From an optimization exercise on the open Yosys and OpenROAD flow, aimed at small area and a short achievable clock period; shortcuts taken in it are not production practice. Function was not checked in any run shown here: the RTL went through the layout flow alone. Power is estimated from default activity; no workload was simulated.

--- design/flow/flow/run.sh ---
#!/bin/bash
# Standard ORFS layout, with plain buffers on the ports and timing repair
# aiming well below the clock period.
set -euo pipefail
bash standard.sh SETUP_SLACK_MARGIN=11 TNS_END_PERCENT=100 \
  "BUFFER_PORTS_ARGS=-buffer_cell sky130_fd_sc_hd__buf_4" finish > standard_flow.log 2>&1
--- design/flow/standard.sh ---
#!/bin/bash
# synth_recipe.tcl (not shown) runs the flow's synth.tcl, then flattens the netlist and writes it again
# the make line also repeats each setting of config.mk as NAME=value (left out here)
make -C /OpenROAD-flow-scripts/flow DESIGN_CONFIG=/design/flow/config.mk WORK_HOME=/design/flow/orfs CLKGATE_MAP_FILE= SYNTH_SCRIPT=/design/flow/synth_recipe.tcl "${@:-finish}"
--- design/flow/config.mk ---
export PLATFORM = sky130hd
export DESIGN_NAME = pifo_reg
export DESIGN_NICKNAME = pifo_reg
export VERILOG_FILES = /design/flow/design.v
export SDC_FILE = /design/flow/constraint.sdc
export NUM_CORES = 4
export LEC_CHECK = 0
export ABC_AREA = 1
export CAP_MARGIN = 20
export CORE_MARGIN = 2
export CORE_UTILIZATION = 55
export CTS_CLUSTER_SIZE = 30
export SLEW_MARGIN = 20
--- design/flow/constraint.sdc ---
create_clock -name core_clock -period 16.0 [get_ports {clk}]
set_input_delay 3.2000 -clock core_clock [delete_from_list [all_inputs] [get_ports {clk}]]
set_output_delay 3.2000 -clock core_clock [all_outputs]
set_load 0.01 [all_outputs]
--- design/flow/design.v ---
`timescale 1ns/1ps
module pifo_reg
#(
    parameter L2_REG_WIDTH = 4,
    parameter RANK_WIDTH = 16,
    parameter META_WIDTH = 12
)
(
    input                       rst,
    input                       clk,
    output reg                  full,
    input                       insert,
    input [RANK_WIDTH-1:0]      rank_in,
    input [META_WIDTH-1:0]      meta_in,
    output reg                  valid_out,
    input                       remove,
    output [RANK_WIDTH-1:0]     rank_out,
    output [META_WIDTH-1:0]     meta_out,
    output reg                  max_valid_out,
    output [RANK_WIDTH-1:0]     max_rank_out,
    output [META_WIDTH-1:0]     max_meta_out,
    output reg [L2_REG_WIDTH:0] num_entries,
    output reg                  empty
);
    localparam N  = 2**L2_REG_WIDTH;
    localparam RW = RANK_WIDTH;
    localparam MW = META_WIDTH;
    localparam SW = L2_REG_WIDTH;
    localparam DW = RW + MW;            
    localparam EW = DW + SW;            
    function automatic gt_tree(input [RW-1:0] a, input [RW-1:0] b, input cin);
        reg [RW-1:0] g, e;
        integer w, k;
        begin
            g = a & ~b;
            e = ~(a ^ b);
            for (w = RW; w > 1; w = w / 2)
                for (k = 0; k < w / 2; k = k + 1) begin
                    g[k] = g[2*k+1] | (e[2*k+1] & g[2*k]);
                    e[k] = e[2*k+1] & e[2*k];
                end
            gt_tree = g[0] | (e[0] & cin);
        end
    endfunction
    reg [EW-1:0] ent [0:N-1];
    reg [DW-1:0] max_d;
    reg [DW-1:0] p_d;
    reg [SW-1:0] p_slot;
    reg [N-1:0]  c;       
    reg          cm;      
    reg [N-1:0]  mv;          
    reg [N-1:0]  dn;          
    reg          hold0;       
    reg          max_new, max_sec, max_keep;
    reg          insert_ltch;
    reg          calc_min_max;
    wire [EW-1:0] new_ent  = {p_slot, p_d};
    wire [N-1:0] ld   = mv & ~{mv[N-2:0], 1'b0};
    wire [N-1:0] up   = {mv[N-2:0], 1'b0};
    wire [N-1:0] hold = {~(mv[N-1:1] | dn[N-1:1]), hold0};
    reg [EW-1:0] cur [0:N-1];
    reg [EW-1:0] nxt_up, nxt_dn;
    integer i;
    always @(*) begin
        for (i = 0; i < N; i = i + 1) begin
            nxt_up = (i > 0) ? ent[i-1] : {EW{1'b0}};
            if (i < N-1) begin
                nxt_dn = ent[i+1];
                nxt_dn[DW +: SW] = ent[i+1][DW +: SW] - (ent[i+1][DW +: SW] > ent[0][DW +: SW]);
            end else
                nxt_dn = {EW{1'b0}};
            cur[i] = ({EW{ld[i]}}   & new_ent)
                   | ({EW{up[i]}}   & nxt_up)
                   | ({EW{dn[i]}}     & nxt_dn)
                   | ({EW{hold[i]}} & ent[i]);
        end
    end
    wire [DW-1:0] cur_max = ({DW{max_new}}  & p_d)
                          | ({DW{max_sec}}  & ent[N-2][DW-1:0])
                          | ({DW{max_keep}} & max_d);
    assign rank_out     = cur[0][RW-1:0];
    assign meta_out     = cur[0][RW +: MW];
    assign max_rank_out = cur_max[RW-1:0];
    assign max_meta_out = cur_max[RW +: MW];
    always @(posedge clk) begin
        for (i = 0; i < N; i = i + 1)
            ent[i] <= cur[i];
        max_d <= cur_max;
    end
    wire nz      = |num_entries;
    wire is_full = num_entries[SW];
    wire do_rem  = remove & nz;
    wire do_ins  = ~do_rem & (insert | insert_ltch);
    wire [SW-1:0] cs_top = cur[N-1][DW +: SW];
    wire          rep_ok = is_full & ~remove;
    wire [N-1:0]  c_in;
    genvar g;
    generate
        for (g = 0; g < N; g = g + 1) begin : cmp
            wire v  = num_entries > g;
            wire sg = rep_ok & (cur[g][DW +: SW] > cs_top);
            assign c_in[g] = ~v | gt_tree(cur[g][RW-1:0], rank_in, sg);
        end
    endgenerate
    wire cm_in = nz & gt_tree(cur_max[RW-1:0], rank_in, 1'b0);
    wire [N-1:0] c_nx  = insert ? c_in : {1'b1, c[N-1:1]};
    wire         cm_nx = insert ? cm_in : (cm & nz);
    wire         go_ins = do_ins & ~rst;
    wire         go_rem = do_rem & ~rst;
    wire [N-1:0] dn_nx;
    generate
        for (g = 0; g < N; g = g + 1) begin : dnx
            assign dn_nx[g] = go_rem & (num_entries > g + 1);
        end
    endgenerate
    wire mn_nx = go_ins & (is_full ? (c_nx[N-1] & ~c_nx[N-2]) : ~cm_nx);
    wire ms_nx = go_ins & is_full & c_nx[N-2];
    always @(posedge clk) begin
        if (insert)
            p_d <= {meta_in, rank_in};
        c  <= c_nx;
        cm <= cm_nx;
        p_slot   <= is_full ? cs_top : num_entries[SW-1:0];
        mv       <= {N{go_ins}} & c_nx;
        dn       <= dn_nx;
        hold0    <= ~((go_ins & c_nx[0]) | dn_nx[0]);
        max_new  <= mn_nx;
        max_sec  <= ms_nx;
        max_keep <= ~(go_ins & (is_full ? c_nx[N-1] : ~cm_nx));
    end
    always @(posedge clk) begin
        if (rst) begin
            valid_out <= 1'b0;
            max_valid_out <= 1'b0;
        end else begin
            if (insert | remove) begin
                valid_out <= 1'b0;
                max_valid_out <= 1'b0;
            end
            if (calc_min_max & nz) begin
                valid_out <= 1'b1;
                max_valid_out <= 1'b1;
            end
        end
    end
    always @(posedge clk) begin
        if (rst) begin
            num_entries <= 0;
            calc_min_max <= 0;
            insert_ltch <= 0;
            empty <= 1'b0;
            full <= 1'b0;
        end else begin
            calc_min_max <= 0;
            if (do_rem) begin
                if (num_entries == 1)
                    empty <= 1'b1;
                if (!insert)
                    full <= 1'b0;
                num_entries <= num_entries - 1'b1;
                calc_min_max <= 1;
                insert_ltch <= insert;
            end else if (do_ins) begin
                if (!is_full) begin
                    full <= (num_entries == N-1);
                    num_entries <= num_entries + 1'b1;
                end else
                    full <= 1'b1;
                empty <= 1'b0;
                calc_min_max <= 1;
                insert_ltch <= 0;
            end
        end
    end
endmodule
==> implementation parameters, run 1 <==
Parameter                              Value

Drt
  DRT Pass-1 Iters    5
  Initial DRC Count    roughly 3100
  Wire length on met2    56800 um
  M1 wire length    about 54000 um
  Via count    ~34000
  Post-Route WL    around 130000 um
  Via density    6.123
  Routed met3 length    just over 10000 um
  Final routed DRC violation total    0
  Top layer in use    met5
  Final routed wire length divided by cell count    22.67 um
  Number of nets with antenna violations after detailed routing    0

Timing
  Final worst hold slack    roughly 440 ps
  Transition at the pin with the smallest max-transition slack    992.0 ps
  Final worst path period need    roughly 5000 ps
  Final worst setup slack    11000 ps
  Number of slew-limit violations in the final report    0
  Final worst path period share    between 30 and 40%
  RSZ-0062 raised after global routing    true
  Final worst clock skew    ~17 ps
  Setup-violating endpoint count in the final report    0
  Slew HR    33.56%
  Final-report hold violation count    0
  Setup Total Neg Slack    0 ps
  Peak clock frequency supported by timing    between 150 and 200 MHz

Hold path
  Launch point of the worst hold path    calc_min_max
  Min-Delay Path Class    reg2reg
  Worst hold path depth    2
  End point of the worst hold path    max_valid_out

Critical path
  Kind of cell adding the most delay to the critical path    buffers and inverters
  Startpoint of the most critical register-to-register path    mv[14]
  Critical Path Source Type    flop
  Worst path cell trace    clkinvlp_4, buf_6, o211ai_1, buf_4
  Setup slack of the worst register-to-register path    11750 ps
  R2r worst-path depth    14
  Arr. time, crit path    approximately 1800 ps
  Worst path bufs/invs    3
  Required @ worst endpoint    12800 ps
  Kind of critical path    reg2out
  Worst reg2reg path endpoint    max_new
  Max FO, Critical Path    2
  Worst path max stage delay    ~460 ps
  Highest-delay cell along the critical path    sky130_fd_sc_hd__edfxtp_1
  Critical Path End Type    output pin

Synthesis
  Asr flop ratio synth    0%
  Top-area cell type share of the netlist area    roughly a third
  Post-synth EDFFs    28
  Biggest area consumer among synthesized cells    sky130_fd_sc_hd__dfxtp_1
  Top_reg_cell synth    sky130_fd_sc_hd__dfxtp_1
  Register area share after synthesis    a little over a third
  Cell area after technology mapping    between 30000 and 40000 sq um
  Cell count after synthesis    about 4600
  Synth top area cells    sky130_fd_sc_hd__dfxtp_1, sky130_fd_sc_hd__nand2_1, sky130_fd_sc_hd__ha_1, sky130_fd_sc_hd__o2111ai_1, sky130_fd_sc_hd__inv_1
  Number of warnings reported in the yosys synthesis log    3
  Avg Inst Size Synth    ~7.7 sq um
  Number of unique standard cell types used by synthesis    50
  Synthesized net count    5053
  Flops & latches, synth    between 600 and 700

Final layout
  Leading cell type in the layout, fill and taps excluded    sky130_fd_sc_hd__nand2_1
  Final net count    5115
  Layout cells sized above 1    between 9 and 10%
  Final Instance Area    40250 sq um
  Top library cells by usage in the layout, fill and taps aside    sky130_fd_sc_hd__nand2_1, sky130_fd_sc_hd__dfxtp_1, sky130_fd_sc_hd__ha_1
  Area Growth Syn to Fin    13.71%

Clock network
  Number of buffers added by the clock tree synthesis step    74
  CTS Hold Bufs    0
  Root buffer cell    sky130_fd_sc_hd__clkbuf_16
  Clock-pin slew on the worst setup and hold paths    roughly 60 ps
  Buffer levels on the longest clock path    3
  H-tree lvl count    3
  TritonCTS clock tree    done
  Clock sink count    634
  Worst skew pair latency    610 ps

Placement
  Port buffer count    96
  Final weighted congestion in routability-driven placement    ~0.94
  Post-detailed-placement cell area    between 30000 and 40000 sq um
  HPWL reported at the end of detailed placement    92120 um
  Worst slack at placement    approximately 10000 ps

GRT
  Initial antenna violation count    4
  Via count of the first global-routing pass    approximately 33000
  Largest net degree at the start of global routing    43
  Global-route wire length before repair    about 190000 um
  Global-route usage over all layers    between 30 and 40%
  GR Overflow Total    0

Floorplanning
  Floorplan die area    between 60000 and 70000 sq um
  Row cnt    93
  Core Area    64000 sq um
  Horizontal die dimension    ~260 um
  Starting density of the core    between 50 and 60%
  I/O pin cnt    slightly below 100
  Die Ht    roughly 260 um

Run status
  Outcome    finished clean

Pwr
  Register share of total power    36.6%
  Final Power    roughly 0.0082 W
  Switching Share    41.86%
  Max VDD drop    between 0.0001 and 0.00015 V
  Leak Pwr    17.75 nW
  Portion of total power attributed to combinational logic    43.0%
  Total internal power    approximately 0.0048 W
  Switching power summed over all nets    around 0.0034 W
  PwrDens    204.7 nW/um^2
  Clock network fraction of total power    between 20% and 30%

Job
  Maximum Capacitance Violations    0
-- power groups by stage --
| stage | clock [W] | sequential [W] | combinational [W] |
|---|---|---|---|
| after floorplan | 0 | 0.00277 | 0.00255 |
| after global placement | 0 | 0.00302 | 0.00332 |
| after detailed placement | 0 | 0.00302 | 0.00340 |
| after CTS | 0.00169 | 0.00300 | 0.00347 |
| after global routing | 0.00176 | 0.00309 | 0.00406 |
| final | 0.00168 | 0.00302 | 0.00354 |
-- cells by family (layout without fill, tap and decap cells) --
group / Yosys count / in the layout / share of synthesized area [%]
other cells: 0 / 1 / 0
buf+inv: 595 / 714 / 6.737
fa+ha+maj: 424 / 424 / 14.99
compound gates: 1019 / 1019 / 20.31
xor+xnor: 3 / 3 / 0.07424
simple gates: 1922 / 1922 / 21.25
flops: 634 / 634 / 36.65
-- through the flow --
stage | util (%) | instances
after global routing | 62.89 | 5572
after CTS | 62.45 | 5555
final | 62.89 | 5572
after global placement | 57.49 | 5367
after floorplan | - | 4597
after detailed placement | 57.49 | 5367
-- cells in the mapped netlist (11+ instances only) --
library cell	number
sky130_fd_sc_hd__a21oi_1	224
sky130_fd_sc_hd__a221oi_1	23
sky130_fd_sc_hd__a22oi_1	73
sky130_fd_sc_hd__a32oi_1	12
sky130_fd_sc_hd__buf_1	14
sky130_fd_sc_hd__buf_2	16
sky130_fd_sc_hd__buf_4	31
sky130_fd_sc_hd__clkbuf_1	216
sky130_fd_sc_hd__dfxtp_1	606
sky130_fd_sc_hd__edfxtp_1	28
sky130_fd_sc_hd__ha_1	424
sky130_fd_sc_hd__inv_1	308
sky130_fd_sc_hd__nand2_1	1561
sky130_fd_sc_hd__nand3_1	49
sky130_fd_sc_hd__nand4_1	39
sky130_fd_sc_hd__nor2_1	229
sky130_fd_sc_hd__nor3_1	24
sky130_fd_sc_hd__o2111ai_1	342
sky130_fd_sc_hd__o211ai_1	80
sky130_fd_sc_hd__o21a_1	11
sky130_fd_sc_hd__o21ai_0	153
sky130_fd_sc_hd__o21bai_1	11
sky130_fd_sc_hd__o221ai_1	23
sky130_fd_sc_hd__o22ai_1	33
-- sequential cells by signal, indices dropped and copies added (netlist names), 4 cells and up --
signal / flops
ent: 512
max_d: 28
p_d: 28
dn: 16
mv: 16
c: 15
num_entries: 5
p_slot: 4
-- worst reg2reg max path: stages (launching register included) --
cell and delay [ps]:
sky130_fd_sc_hd__dfxtp_1 320, sky130_fd_sc_hd__buf_4 430, sky130_fd_sc_hd__inv_1 350, sky130_fd_sc_hd__nand2_1 130, sky130_fd_sc_hd__buf_4 410, sky130_fd_sc_hd__o221ai_1 290
sky130_fd_sc_hd__inv_1 640, sky130_fd_sc_hd__ha_1 280, sky130_fd_sc_hd__nand2_1 60, sky130_fd_sc_hd__o21ai_0 500, sky130_fd_sc_hd__nand4_1 210, sky130_fd_sc_hd__nand4_1 120
sky130_fd_sc_hd__nand2_1 130, sky130_fd_sc_hd__a21oi_1 220, sky130_fd_sc_hd__nor2_1 60
-- worst max path at each step --
stage | from | to | slack [ps] | cells past startpoint
after floorplan | rank_in[3] | max_sec | 11320 | 11
after global routing | p_d[17] | meta_out[1] | 10900 | 4
after CTS | p_d[17] | meta_out[1] | 10930 | 4
after detailed placement | rank_in[12] | mv[11] | 9990 | 11
final | p_d[17] | meta_out[1] | 11000 | 4
after global placement | rank_in[12] | mv[11] | 9990 | 11
-- metal layers --
layer	vias to the layer above	GRT usage [%]
li1	16212	-
met1	16272	49.44
met2	1332	60.22
met3	296	7.587
met4	6	13.97
met5	-	0
-- cell type report --
class / count / area (sq um)
fillers: 5945 / 23750
multi-input cells: 3368 / 20230
flip-flops and latches: 634 / 12980
repair buffers: 265 / 2305
clock buffers: 110 / 2211
inverters: 316 / 1287
well taps: 855 / 1070
clock inverters: 23 / 166.4
diodes: 1 / 2.502
-- timing repair --
item                                   CTS  global route
endpoints found under the hold margin    0             0
resized for setup                       50            25
setup endpoints to repair               66            35
gates cloned                             1             0
buffers inserted                        54            14
pin swaps                                7            11
==> inputs of run 2 (changes only) <==
--- a/design/flow/design.v
+++ b/design/flow/design.v
@@ -116,8 +116,7 @@
     wire mn_nx = go_ins & (is_full ? (c_nx[N-1] & ~c_nx[N-2]) : ~cm_nx);
     wire ms_nx = go_ins & is_full & c_nx[N-2];
     always @(posedge clk) begin
-        if (insert)
-            p_d <= {meta_in, rank_in};
+        p_d <= ({DW{insert}} & {meta_in, rank_in}) | ({DW{~insert}} & p_d);
         c  <= c_nx;
         cm <= cm_nx;
         p_slot   <= is_full ? cs_top : num_entries[SW-1:0];
==> implementation parameters, run 2 <==
Parameter                              Value

Run status
  Outcome    finished clean

Clock network
  H-tree lvl count    3
  Number of buffers added by the clock tree synthesis step    72
  Clock sink count    634
  Clock-pin slew on the worst setup and hold paths    roughly 60 ps
  Root buffer cell    sky130_fd_sc_hd__clkbuf_16
  Buffer levels on the longest clock path    3
  Worst skew pair latency    ~630 ps
  CTS Hold Bufs    0
  TritonCTS clock tree    done

Synthesis
  Most common cell in the netlist    sky130_fd_sc_hd__nand2_1
  Biggest area consumer among synthesized cells    sky130_fd_sc_hd__dfxtp_1
  Top-area cell type share of the netlist area    between 30% and 40%
  Cell area after technology mapping    between 30000 and 40000 sq um
  Register area share after synthesis    between 30 and 40%
  Number of unique standard cell types used by synthesis    just over 50
  Avg Inst Size Synth    roughly 7.7 sq um
  Post-synth EDFFs    28
  Flops & latches, synth    634
  Top post-synthesis cells by count    sky130_fd_sc_hd__nand2_1, sky130_fd_sc_hd__dfxtp_1, sky130_fd_sc_hd__ha_1
  Synth Area in Simple Gates    around 22%
  Fraction of the mapped netlist area in compound gates    between 10% and 20%
  Post-synthesis adder-cell area fraction    between 10 and 15%
  XOR/XNOR Fraction of Synth Area    less than 1%
  Cell count after synthesis    4601
  Synth top area cells    sky130_fd_sc_hd__dfxtp_1, sky130_fd_sc_hd__nand2_1, sky130_fd_sc_hd__ha_1, sky130_fd_sc_hd__o2111ai_1, sky130_fd_sc_hd__inv_1
  Asr flop ratio synth    0%
  Synthesized net count    5057
  Largest family of logic cells by synthesized area    simple AND/OR/NAND/NOR gates
  Top_reg_cell synth    sky130_fd_sc_hd__dfxtp_1
  Mux contribution to synthesized area    0%
  Number of warnings reported in the yosys synthesis log    3

Timing
  Peak clock frequency supported by timing    a little under 200 MHz
  Final worst hold slack    458.7 ps
  Final worst path period share    a little under a third
  Final worst clock skew    between 15 and 20 ps
  RSZ-0062 raised after global routing    true
  Final worst path period need    approximately 5000 ps
  Transition at the pin with the smallest max-transition slack    1045 ps
  Slew HR    30.17%
  Setup-violating endpoint count in the final report    0
  Number of slew-limit violations in the final report    0
  Setup Total Neg Slack    0 ps
  Final-report hold violation count    0

Floorplanning
  Core Area    about 64000 sq um
  Die Ht    between 200 and 300 um
  Horizontal die dimension    about 260 um
  I/O pin cnt    97
  Floorplan die area    roughly 66000 sq um
  Starting density of the core    55.25%
  Row cnt    93

Drt
  DRT Pass-1 Iters    6
  Post-Route WL    128500 um
  Final routed DRC violation total    0
  Number of nets with antenna violations after detailed routing    0
  Via count    around 34000
  Initial DRC Count    roughly 3300
  Via density    between 6 and 7
  Final routed wire length divided by cell count    23.15 um

Pwr
  Max VDD drop    approximately 0.00012 V
  PwrDens    between 200 and 250 nW/um^2
  Leak Pwr    about 18 nW

Final layout
  Diodes inserted    0
  Layout cells sized above 1    roughly 9%
  Max FFs per register    slightly above 500
  Area Growth Syn to Fin    12.27%
  Utilization of the core after routing    between 60 and 70%
  Largest registers ranked by flip-flop count    ent (512), max_d (28)
  Most flop-heavy register    ent
  Final net count    between 5000 and 6000
  Leading cell type in the layout, fill and taps excluded    sky130_fd_sc_hd__nand2_1
  Top library cells by usage in the layout, fill and taps aside    sky130_fd_sc_hd__nand2_1, sky130_fd_sc_hd__dfxtp_1, sky130_fd_sc_hd__ha_1

Critical path
  Required @ worst endpoint    approximately 13000 ps
  Max FO, Critical Path    5
  CP startpoint    mv[0]
  Setup slack of the worst register-to-register path    approximately 12000 ps
  Critical Path End Type    output pin
  Kind of critical path    reg2out
  Kind of cell adding the most delay to the critical path    buffers and inverters
  Startpoint of the most critical register-to-register path    ent[0][29]
  Worst path cell trace    buf_12, inv_12, buf_12, o211ai_1, buf_4
  Highest-delay cell along the critical path    sky130_fd_sc_hd__dfxtp_4
  Arr. time, crit path    approximately 1800 ps
  Worst path max stage delay    between 300 and 400 ps
  Critical Path Source Type    flop
  Cell with the most instances on the worst path    sky130_fd_sc_hd__buf_12
  Worst path bufs/invs    4

GRT
  GR Overflow Total    0
  Via count of the first global-routing pass    roughly 33000
  Global-route usage over all layers    between 30% and 40%
  Global-route wire length before repair    just under 200000 um
  Largest net degree at the start of global routing    50
  Initial antenna violation count    1

Placement
  Port buffer count    96
  Final weighted congestion in routability-driven placement    roughly 0.96
  HPWL reported at the end of detailed placement    slightly below 90000 um

Hold path
  Launch point of the worst hold path    max_d[18]
  Min-Delay Path Class    reg2reg

Job
  Maximum Capacitance Violations    0
run 2: path summary, 6_finish.rpt:
kind	to	cells past startpoint
max reg2reg	hold0	20
max	rank_out[11]	5
min	max_d[18]	2
min reg2reg	max_d[18]	2
run 2: metal layers:
| layer | vias up | GRT usage, % | routed length, um |
|---|---|---|---|
| met4 | 0 | 17.68 | 6398 |
| li1 | 16153 | - | - |
| met1 | 16048 | 49.21 | 53900 |
| met3 | 328 | 7.440 | 11300 |
| met5 | - | 0 | 0 |
| met2 | 1431 | 60.07 | 56930 |
run 2: logic make-up after synthesis:
kind of cell / after synthesis
buffers and inverters: 589
adders and majority gates: 424
and+or+nand+nor: 1968
DFF: 634
AOI/OAI and AO/OA: 977
xor gates and xnor gates: 9
run 2: cell type report:
cell class / count / area [sq um]
inverters: 318 / 1284
fillers: 5987 / 24350
flip-flops and latches: 634 / 12980
clock buffers: 104 / 2083
clock inverters: 23 / 222.7
multi-input cells: 3378 / 20130
well taps: 855 / 1070
repair buffers: 240 / 1999
run 2: tightest hold or removal path, delay by kind of cell (launching register included):
family        cells  cell delay [ps]
flops             1              310
simple gates      2              120
run 2: report_power, final:
group / switching, W / total (W) / leakage, nW / internal [W]
combinational: 0.00210 / 0.00354 / 11.0 / 0.00143
sequential: 0.000661 / 0.00301 / 5.37 / 0.00235
clock: 0.000697 / 0.00166 / 1.14 / 0.000967
total: 0.00346 / 0.00821 / 17.5 / 0.00475
run 2: through the flow:
stage	cell area, sq um	power (W)	cells	setup slack (ps)
detailed placement	36790	0.006381	5375	10470
floorplan	35420	0.005266	4601	11300
CTS	39510	0.008107	5535	10930
global placement	36790	0.006334	5375	10410
finish	39770	0.008211	5552	10970
global route	39770	0.008828	5552	10900
run 2: what timing repair did:
action	4_1_cts	5_1_grt
setup endpoints to repair	52	42
gates cloned	2	2
setup buffers	31	13
gates resized for setup	35	13
pin swaps	20	8

-- port drivers added, routing unchanged --
In the flow no input, the clock included, has a driving cell. The finished layouts below were timed again as built, in two steps.
Step 1 (the two cells are an assumption about what drives the block):
set clk [get_ports {clk}]
set_driving_cell -lib_cell sky130_fd_sc_hd__clkbuf_16 $clk
set_driving_cell -lib_cell sky130_fd_sc_hd__buf_2 [delete_from_list [all_inputs] $clk]
Step 2 moves the port delays by t, midway between the first and last clock arrival at a register: inputs arrive t later, outputs are due t later. That takes back most of the time a late clock gives input paths.
Three values: no drivers, after step 1, after step 2; two values: the first two.
run	shift t [ns]	setup WS [ns]	hold slack, ns	worst setup path at the end	clock arrival spread, ns
run 1	0.677	10.999 / 10.928 / 10.376	0.445 / 0.445 / 0.445	input to register	0.022 / 0.022
run 2	0.690	10.965 / 10.894 / 10.424	0.459 / 0.459 / 0.459	input to register	0.022 / 0.023
After both steps every run listed still meets setup and hold. For run 1, which loses most, drivers alone change the setup slack by -0.071 ns; drivers and shift together by -0.623 ns.
